Background: an optimization exercise with open tools, aiming at small area and a short achievable clock period. Do not read the settings as production practice.
Power figures rest on the tool's default switching activity, not on a simulated workload.

## v6
## IEEE754_AdderSubtract
module IEEE754_AdderSubtract
(
	input clock,
	input resetn,
	input [31:0] a,
	input [31:0] b,
	output [31:0] y
);
==> module IEEE754_AdderSubtract, before the edit <==
module IEEE754_AdderSubtract
(
	input clock,
	input resetn,
	input [31:0] a,
	input [31:0] b,
	output [31:0] y
);
	wire [7:0]  ea = a[30:23];
	wire [7:0]  eb = b[30:23];
	wire [7:0]  dba, dab;
	wire        ge;                              
	bk_add #(8) u_dba (eb, ~ea, 1'b1, dba, ge);
	bk_add #(8) u_dab (ea, ~eb, 1'b1, dab, );
	wire [7:0]  sh = ge ? dba : dab;
	reg         v1, sg1, sub1, big1;
	reg  [7:0]  eg1;
	reg  [4:0]  sh1;
	reg  [22:0] mg1, mw1;
	always @(posedge clock) begin
		v1   <= resetn;
		sg1  <= ge ? b[31] : a[31];
		sub1 <= a[31] ^ b[31];
		eg1  <= ge ? eb : ea;
		big1 <= |sh[7:5];
		sh1  <= sh[4:0];
		mg1  <= ge ? b[22:0] : a[22:0];
		mw1  <= ge ? a[22:0] : b[22:0];
	end
	wire [23:0] sm = big1 ? 24'd1 : ({1'b1, mw1} >> sh1);
	wire [24:0] A = {2'b01, mg1};
	wire [24:0] B = {1'b0, sm} ^ {25{sub1}};
	wire [24:0] p = A ^ B;
	wire [24:0] gc;                              
	wire [24:0] pc;                              
	wire        co;
	bk_prefix #(25, 16) u_pre (A & B, p, gc, pc, co);
	wire        neg = sub1 & ~co;
	wire [24:0] r = p ^ (gc | (pc & {25{co}})) ^ {25{neg}};
	wire        s = sg1 ^ neg;
	wire [4:0]  c;                               
	wire        nz;                              
	lzc32 u_lzc ({r, 7'b0}, c, nz);
	wire [24:0] n1 = c[4] ? {r[8:0], 16'b0} : r;
	wire [24:0] n2 = c[3] ? {n1[16:0], 8'b0} : n1;
	wire [24:0] n3 = c[2] ? {n2[20:0], 4'b0} : n2;
	wire [4:0]  lz = {c[4:2], c[1] & nz, c[0]};
	wire [7:0]  egp, e;
	bk_add #(8) u_inc (eg1, 8'd0, 1'b1, egp, );
	bk_add #(8) u_exp (egp, {3'b111, ~lz}, 1'b1, e, );
	reg         s2;
	reg  [7:0]  e2;
	reg  [1:0]  k2;
	reg  [23:0] n32;
	always @(posedge clock) begin
		if (!resetn || !v1) begin
			s2  <= 1'b0;
			e2  <= 8'd0;
			k2  <= 2'd0;
			n32 <= 24'd0;
		end else begin
			s2  <= s;
			e2  <= e;
			k2  <= c[1:0];
			n32 <= n3[23:0];
		end
	end
	wire [23:0] n4 = k2[1] ? {n32[21:0], 2'b0} : n32;
	wire [23:0] n5 = k2[0] ? {n4[22:0], 1'b0} : n4;
	assign y = {s2, e2, n5[23:1]};
endmodule
export LEC_CHECK = 0
export ABC_AREA = 1
export CAP_MARGIN = 20
export CORE_MARGIN = 2
export CORE_UTILIZATION = 60
export CTS_BUF_LIST = sky130_fd_sc_hd__clkbuf_8
export GPL_TIMING_DRIVEN = 0
export SLEW_MARGIN = 20
create_clock -name core_clock -period 22.0 [get_ports {clock}]
standard.sh (not shown) runs the stock make flow with config.mk's settings and CLKGATE_MAP_FILE= SYNTH_SCRIPT=/design/flow/synth_recipe.tcl, a recipe that flattens the netlist after the stock synthesis.
==> flow/flow/run.sh <==
#!/bin/bash
# The standard layout, with two changes to how it is made:
#  - the smallest plain buffer (buf_1) as the port buffer on every input and output;
#  - repair_timing aims for 15 ns of setup slack (the clock and constraints are unchanged).
set -euo pipefail
bash standard.sh finish "BUFFER_PORTS_ARGS=-buffer_cell sky130_fd_sc_hd__buf_1" SETUP_SLACK_MARGIN=15 > standard_flow.log 2>&1
Every stage of the flow completed for v6, and the final layout passed the timing, DRC and antenna checks.
Changes in v7 relative to v6:
--- a/flow/design.v
+++ b/flow/design.v
@@ -11,59 +11,63 @@
 	wire [7:0]  dba, dab;
 	wire        ge;                              
 	bk_add #(8) u_dba (eb, ~ea, 1'b1, dba, ge);
 	bk_add #(8) u_dab (ea, ~eb, 1'b1, dab, );
 	wire [7:0]  sh = ge ? dba : dab;
-	reg         v1, sg1, sub1, big1;
+	reg         v1, sg1, sub1;
 	reg  [7:0]  eg1;
 	reg  [4:0]  sh1;
 	reg  [22:0] mg1, mw1;
 	always @(posedge clock) begin
 		v1   <= resetn;
 		sg1  <= ge ? b[31] : a[31];
 		sub1 <= a[31] ^ b[31];
 		eg1  <= ge ? eb : ea;
-		big1 <= |sh[7:5];
-		sh1  <= sh[4:0];
+		sh1  <= (|sh[7:5]) ? 5'd23 : sh[4:0];
 		mg1  <= ge ? b[22:0] : a[22:0];
 		mw1  <= ge ? a[22:0] : b[22:0];
 	end
-	wire [23:0] sm = big1 ? 24'd1 : ({1'b1, mw1} >> sh1);
+	wire [23:0] sm = {1'b1, mw1} >> sh1;
 	wire [24:0] A = {2'b01, mg1};
 	wire [24:0] B = {1'b0, sm} ^ {25{sub1}};
 	wire [24:0] p = A ^ B;
 	wire [24:0] gc;                              
 	wire [24:0] pc;                              
 	wire        co;
-	bk_prefix #(25, 16) u_pre (A & B, p, gc, pc, co);
+	sk_prefix #(25) u_pre (A & B, p, gc, pc, co);
 	wire        neg = sub1 & ~co;
 	wire [24:0] r = p ^ (gc | (pc & {25{co}})) ^ {25{neg}};
 	wire        s = sg1 ^ neg;
 	wire [4:0]  c;                               
 	wire        nz;                              
 	lzc32 u_lzc ({r, 7'b0}, c, nz);
 	wire [24:0] n1 = c[4] ? {r[8:0], 16'b0} : r;
 	wire [24:0] n2 = c[3] ? {n1[16:0], 8'b0} : n1;
 	wire [24:0] n3 = c[2] ? {n2[20:0], 4'b0} : n2;
 	wire [4:0]  lz = {c[4:2], c[1] & nz, c[0]};
-	wire [7:0]  egp, e;
+	wire [7:0]  egp;
+	wire [2:0]  ehd;
+	wire [4:0]  elo;
+	wire        nb;                              
 	bk_add #(8) u_inc (eg1, 8'd0, 1'b1, egp, );
-	bk_add #(8) u_exp (egp, {3'b111, ~lz}, 1'b1, e, );
+	bk_add #(3, 2) u_dec (egp[7:5], 3'b111, 1'b0, ehd, );
+	bk_add #(5) u_exp (egp[4:0], ~lz, 1'b1, elo, nb);
+	wire [7:0]  e = {nb ? egp[7:5] : ehd, elo};
 	reg         s2;
 	reg  [7:0]  e2;
 	reg  [1:0]  k2;
 	reg  [23:0] n32;
+	always @(posedge clock)
+		k2 <= c[1:0];                            
 	always @(posedge clock) begin
 		if (!resetn || !v1) begin
 			s2  <= 1'b0;
 			e2  <= 8'd0;
-			k2  <= 2'd0;
 			n32 <= 24'd0;
 		end else begin
 			s2  <= s;
 			e2  <= e;
-			k2  <= c[1:0];
 			n32 <= n3[23:0];
 		end
 	end
 	wire [23:0] n4 = k2[1] ? {n32[21:0], 2'b0} : n32;
 	wire [23:0] n5 = k2[0] ? {n4[22:0], 1'b0} : n4;
@@ -101,10 +105,39 @@
 	end
 	assign gc = {G[N-2:0], 1'b0};
 	assign pc = {P[N-2:0], 1'b1};
 	assign co = G[N-1];
 endmodule
+module sk_prefix #(parameter N = 8)
+(
+	input  [N-1:0] g,
+	input  [N-1:0] p,
+	output [N-1:0] gc,
+	output [N-1:0] pc,
+	output         co
+);
+	reg [N-1:0] G, P, Gn, Pn;
+	integer i, l, j;
+	always @(*) begin
+		G = g;
+		P = p;
+		for (l = 1; l < N; l = l * 2) begin
+			Gn = G; Pn = P;
+			for (i = 0; i < N; i = i + 1) begin
+				if ((i / l) % 2 == 1) begin
+					j = (i / l) * l - 1;
+					Gn[i] = G[i] | (P[i] & G[j]);
+					Pn[i] = P[i] & P[j];
+				end
+			end
+			G = Gn; P = Pn;
+		end
+	end
+	assign gc = {G[N-2:0], 1'b0};
+	assign pc = {P[N-2:0], 1'b1};
+	assign co = G[N-1];
+endmodule
 module bk_add #(parameter N = 8, parameter TOPD = 4)
 (
 	input  [N-1:0] x,
 	input  [N-1:0] y,
 	input          ci,
### Flow results
- Comparing v7 and v6, routed wire length is lower on v7.
- [v7] average via count per standard cell fell about 2% relative to v6
- The fraction of area in registers in v7 sits 0.27 points above the value recorded for v6.
- Row number of buffers and inverters on the critical path: v7 higher / v6 lower
- Against v6, v7 comes in 227 lower on via count.
- Ratio of cells with drive above 1 in the final layout: v7 vs v6 down 3.2 points
- Between v7 and v6, the area taken by flip-flops and latches is higher for v6.
- Critical setup path kind: flip-flop to output port -> v6, input port to flip-flop -> v7
- Changes observed in v7 relative to v6: share of total power in the clock network fell 0.4 points; power picked up an extra about 0.5%; count of nets left with antenna violations after detail routing roughly the same; non-clock buffer instance count of the final layout grew by 3.
- Worst hold slack ends up higher on v7.
- [compare] base=v6 new=v7: placed standard-cell area went down 1.6%; inverter count picked up an extra 9.
No run of this note included a check of the RTL's function; only the layout flow was run.

---

IEEE754_AdderSubtract, a different RTL version from the one above (not shown whole).
Size in the first run: roughly 1,400 cells after synthesis, roughly 100 flip-flops, roughly 98 I/O pins, about 8200 µm² of cells after synthesis.
==> module IEEE754_AdderSubtract, before the edit <==
module IEEE754_AdderSubtract
(
	input clock,
	input resetn,
	input [31:0] a,
	input [31:0] b,
	output [31:0] y
);
	wire [7:0]  ea = a[30:23];
	wire [7:0]  eb = b[30:23];
	wire [7:0]  d;                               
	wire        ge;                              
	bk_add #(8) u_dba (eb, ~ea, 1'b1, d, ge);
	wire [3:0]  dt  = {1'b0, ea[7:5]} - {1'b0, eb[7:5]};
	wire        big = (dt == 4'd1)  ? (ea[4:0] >= eb[4:0]) :
	                  (dt == 4'hf)  ? (eb[4:0] >= ea[4:0]) : (dt != 4'd0);
	reg         v1, sa1, sb1, ge1, big1;
	reg  [7:0]  eg1;
	reg  [4:0]  d1;
	reg  [22:0] ma1, mb1;
	always @(posedge clock) begin
		v1   <= resetn;
		sa1  <= a[31];
		sb1  <= b[31];
		ge1  <= ge;
		eg1  <= ge ? eb : ea;
		big1 <= big;
		d1   <= d[4:0];
		ma1  <= a[22:0];
		mb1  <= b[22:0];
	end
	wire        sg1  = ge1 ? sb1 : sa1;
	wire        sub1 = sa1 ^ sb1;
	wire [22:0] mg = ge1 ? mb1 : ma1;
	wire [23:0] mw = ge1 ? {1'b1, ma1} : {2'b01, mb1[22:1]};
	wire [4:0]  she = big1 ? {4'b1011, ge1} : (d1 ^ {5{~ge1}});
	wire [23:0] sm = mw >> she;
	wire [24:0] A = {2'b01, mg};
	wire [24:0] B = {1'b0, sm} ^ {25{sub1}};
	wire [24:0] p = A ^ B;
	wire [24:0] gc;                              
	wire [24:0] pc;                              
	wire        co;
	bk_prefix #(25, 16) u_pre (A & B, p, gc, pc, co);
	wire        neg = sub1 & ~co;
	wire [24:0] r = p ^ (gc | (pc & {25{co}})) ^ {25{neg}};
	wire        s = sg1 ^ neg;
	wire [4:0]  c;                               
	wire        nz;                              
	lzc32 u_lzc ({r, 7'b0}, c, nz);
	wire [24:0] n1 = c[4] ? {r[8:0], 16'b0} : r;
	wire [24:0] n2 = c[3] ? {n1[16:0], 8'b0} : n1;
	wire [24:0] n3 = c[2] ? {n2[20:0], 4'b0} : n2;
	wire [24:0] n4 = c[0] ? {n3[23:0], 1'b0} : n3;
	wire [7:0]  egp;
	bk_add #(8) u_inc (eg1, 8'd0, 1'b1, egp, );
	reg         s2, k2;
	reg  [7:0]  egp2;
	reg  [4:0]  nlz2;                            
	reg  [23:0] n42;
	always @(posedge clock)
		k2 <= c[1];                              
	always @(posedge clock) begin
		if (!resetn || !v1) begin
			s2   <= 1'b0;
			egp2 <= 8'd0;
			nlz2 <= 5'h1f;                       
			n42  <= 24'd0;
		end else begin
			s2   <= s;
			egp2 <= egp;
			nlz2 <= ~{c[4:2], c[1] & nz, c[0]};  
			n42  <= n4[23:0];
		end
	end
	wire [23:0] n5 = k2 ? {n42[21:0], 2'b0} : n42;
	wire [2:0]  ehd;
	wire [4:0]  elo;
	wire        nb;                              
	bk_add #(3, 2) u_dec (egp2[7:5], 3'b111, 1'b0, ehd, );
	sk_add6 u_exp (egp2[4:0], nlz2, elo, nb);
	assign y = {s2, nb ? egp2[7:5] : ehd, elo, n5[23:1]};
endmodule
==> module sk_add6, before the edit <==
module sk_add6
(
	input  [4:0] x,
	input  [4:0] y,
	output [4:0] s,
	output       co
);
	wire [5:0] g = {x & y, 1'b1};
	wire [5:0] p = {x ^ y, 1'b0};
	wire g10 = g[1] | (p[1] & g[0]);
	wire g32 = g[3] | (p[3] & g[2]);
	wire p32 = p[3] & p[2];
	wire g54 = g[5] | (p[5] & g[4]);
	wire p54 = p[5] & p[4];
	wire g20 = g[2] | (p[2] & g10);
	wire g30 = g32 | (p32 & g10);
	wire g40 = g[4] | (p[4] & g30);
	wire g50 = g54 | (p54 & g30);
	assign s  = p[5:1] ^ {g40, g30, g20, g10, g[0]};
	assign co = g50;
endmodule
==> flow/config.mk <==
export PLATFORM = sky130hd
export DESIGN_NAME = IEEE754_AdderSubtract
export DESIGN_NICKNAME = IEEE754_AdderSubtract
export VERILOG_FILES = /design/flow/design.v
export SDC_FILE = /design/flow/constraint.sdc
export NUM_CORES = 4
export LEC_CHECK = 0
export ABC_AREA = 1
export CAP_MARGIN = 20
export CORE_MARGIN = 2
export CORE_UTILIZATION = 60
export CTS_BUF_LIST = sky130_fd_sc_hd__clkbuf_8
export GPL_TIMING_DRIVEN = 0
export SLEW_MARGIN = 20
==> flow/constraint.sdc <==
create_clock -name core_clock -period 22.0 [get_ports {clock}]
set_input_delay 4.4000 -clock core_clock [delete_from_list [all_inputs] [get_ports {clock}]]
set_output_delay 4.4000 -clock core_clock [all_outputs]
set_load 0.01 [all_outputs]
==> flow/flow/run.sh <==
#!/bin/bash
# The standard layout, with two changes to how it is made:
#  - the smallest plain buffer (buf_1) as the port buffer on every input and output;
#  - repair_timing aims for 15.7 ns of setup slack (the clock and constraints are unchanged).
set -euo pipefail
bash standard.sh finish "BUFFER_PORTS_ARGS=-buffer_cell sky130_fd_sc_hd__buf_1" SETUP_SLACK_MARGIN=15.7 > standard_flow.log 2>&1
Then changed:
--- a/flow/design.v
+++ b/flow/design.v
@@ -50,38 +50,42 @@
 	lzc32 u_lzc ({r, 7'b0}, c, nz);
 	wire [24:0] n1 = c[4] ? {r[8:0], 16'b0} : r;
 	wire [24:0] n2 = c[3] ? {n1[16:0], 8'b0} : n1;
 	wire [24:0] n3 = c[2] ? {n2[20:0], 4'b0} : n2;
 	wire [24:0] n4 = c[0] ? {n3[23:0], 1'b0} : n3;
+	wire [4:0]  lz = {c[4:2], c[1] & nz, c[0]};
 	wire [7:0]  egp;
+	wire [5:0]  et, etd;                         
 	bk_add #(8) u_inc (eg1, 8'd0, 1'b1, egp, );
+	bk_add #(6) u_et  (egp[7:2], {3'b111, ~lz[4:2]}, 1'b1, et, );
+	bk_add #(6) u_etd (egp[7:2], {3'b111, ~lz[4:2]}, 1'b0, etd, );
 	reg         s2, k2;
-	reg  [7:0]  egp2;
-	reg  [4:0]  nlz2;                            
+	reg  [5:0]  et2, etd2;
+	reg  [1:0]  el2, lz2;
 	reg  [23:0] n42;
 	always @(posedge clock)
 		k2 <= c[1];                              
 	always @(posedge clock) begin
 		if (!resetn || !v1) begin
 			s2   <= 1'b0;
-			egp2 <= 8'd0;
-			nlz2 <= 5'h1f;                       
+			et2  <= 6'd0;
+			etd2 <= 6'd0;
+			el2  <= 2'd0;
+			lz2  <= 2'd0;
 			n42  <= 24'd0;
 		end else begin
 			s2   <= s;
-			egp2 <= egp;
-			nlz2 <= ~{c[4:2], c[1] & nz, c[0]};  
+			et2  <= et;
+			etd2 <= etd;
+			el2  <= egp[1:0];
+			lz2  <= lz[1:0];
 			n42  <= n4[23:0];
 		end
 	end
 	wire [23:0] n5 = k2 ? {n42[21:0], 2'b0} : n42;
-	wire [2:0]  ehd;
-	wire [4:0]  elo;
-	wire        nb;                              
-	bk_add #(3, 2) u_dec (egp2[7:5], 3'b111, 1'b0, ehd, );
-	sk_add6 u_exp (egp2[4:0], nlz2, elo, nb);
-	assign y = {s2, nb ? egp2[7:5] : ehd, elo, n5[23:1]};
+	wire [2:0]  elo = {1'b0, el2} - {1'b0, lz2};   
+	assign y = {s2, elo[2] ? etd2 : et2, elo[1:0], n5[23:1]};
 endmodule
 module bk_prefix #(parameter N = 8, parameter TOPD = 4)
 (
 	input  [N-1:0] g,
 	input  [N-1:0] p,
@@ -177,26 +181,5 @@
 );
 	assign v = |x;
 	assign c[1] = ~(x[3] | x[2]);
 	assign c[0] = ~(x[3] | (~x[2] & x[1]));
 endmodule
-module sk_add6
-(
-	input  [4:0] x,
-	input  [4:0] y,
-	output [4:0] s,
-	output       co
-);
-	wire [5:0] g = {x & y, 1'b1};
-	wire [5:0] p = {x ^ y, 1'b0};
-	wire g10 = g[1] | (p[1] & g[0]);
-	wire g32 = g[3] | (p[3] & g[2]);
-	wire p32 = p[3] & p[2];
-	wire g54 = g[5] | (p[5] & g[4]);
-	wire p54 = p[5] & p[4];
-	wire g20 = g[2] | (p[2] & g10);
-	wire g30 = g32 | (p32 & g10);
-	wire g40 = g[4] | (p[4] & g30);
-	wire g50 = g54 | (p54 & g30);
-	assign s  = p[5:1] ^ {g40, g30, g20, g10, g[0]};
-	assign co = g50;
-endmodule
Effect: The new run completed with no timing, DRC or antenna violations. Utilization went up by 7.2 points. First-iteration DRC count climbs by about a fifth. Worst hold slack improved by 38 ps. Clock power hardly moves. Worst setup slack is about the same. Fmax barely changes. Global-route usage rose by 1.3 points. Non-clock buffer count goes up by 66. Cell count climbs by a few percent. Sequential share of layout area is lower by 2.3 points. Wire length goes up by about a fifth.
No run of this note included a check of the RTL's function; only the layout flow was run.

==> port drivers added, routing unchanged <==
No port has a modelled driver above. Below, the same layouts with a new extraction and two added sets of constraints.
Step 1, drivers: a clkbuf_16 drives clock and a buf_2 each remaining input, both assumed.
Step 2, shift: input delay + t, output delay - t, t = (earliest + latest rising clock arrival at the registers) / 2. This alone moves slack from input paths to output paths.
a / b / c = ideal / step 1 / step 2; a / b = the first two.
run | shift t [ns] | setup WS [ns] | hold WS [ns] | worst register clock-pin slew, ns | pins driven straight from the clock port
v6 | 0.417 | 15.279 / 15.239 / 14.924 | 0.493 / 0.493 / 0.493 | 0.09 / 0.09 | 1
v7 | 0.434 | 15.206 / 15.223 / 14.788 | 0.497 / 0.497 / 0.497 | 0.10 / 0.10 | 1
the first run of note 2 | 0.425 | 15.768 / 15.727 / 15.526 | 0.446 / 0.446 / 0.446 | 0.10 / 0.10 | 1
the second run of note 2 | 0.433 | 15.766 / 15.724 / 15.533 | 0.483 / 0.483 / 0.483 | 0.10 / 0.10 | 1
After both steps setup and hold are still met in every run listed. The setup slack of v7, which loses most, moves by +0.017 ns with the drivers and by -0.418 ns with both steps.
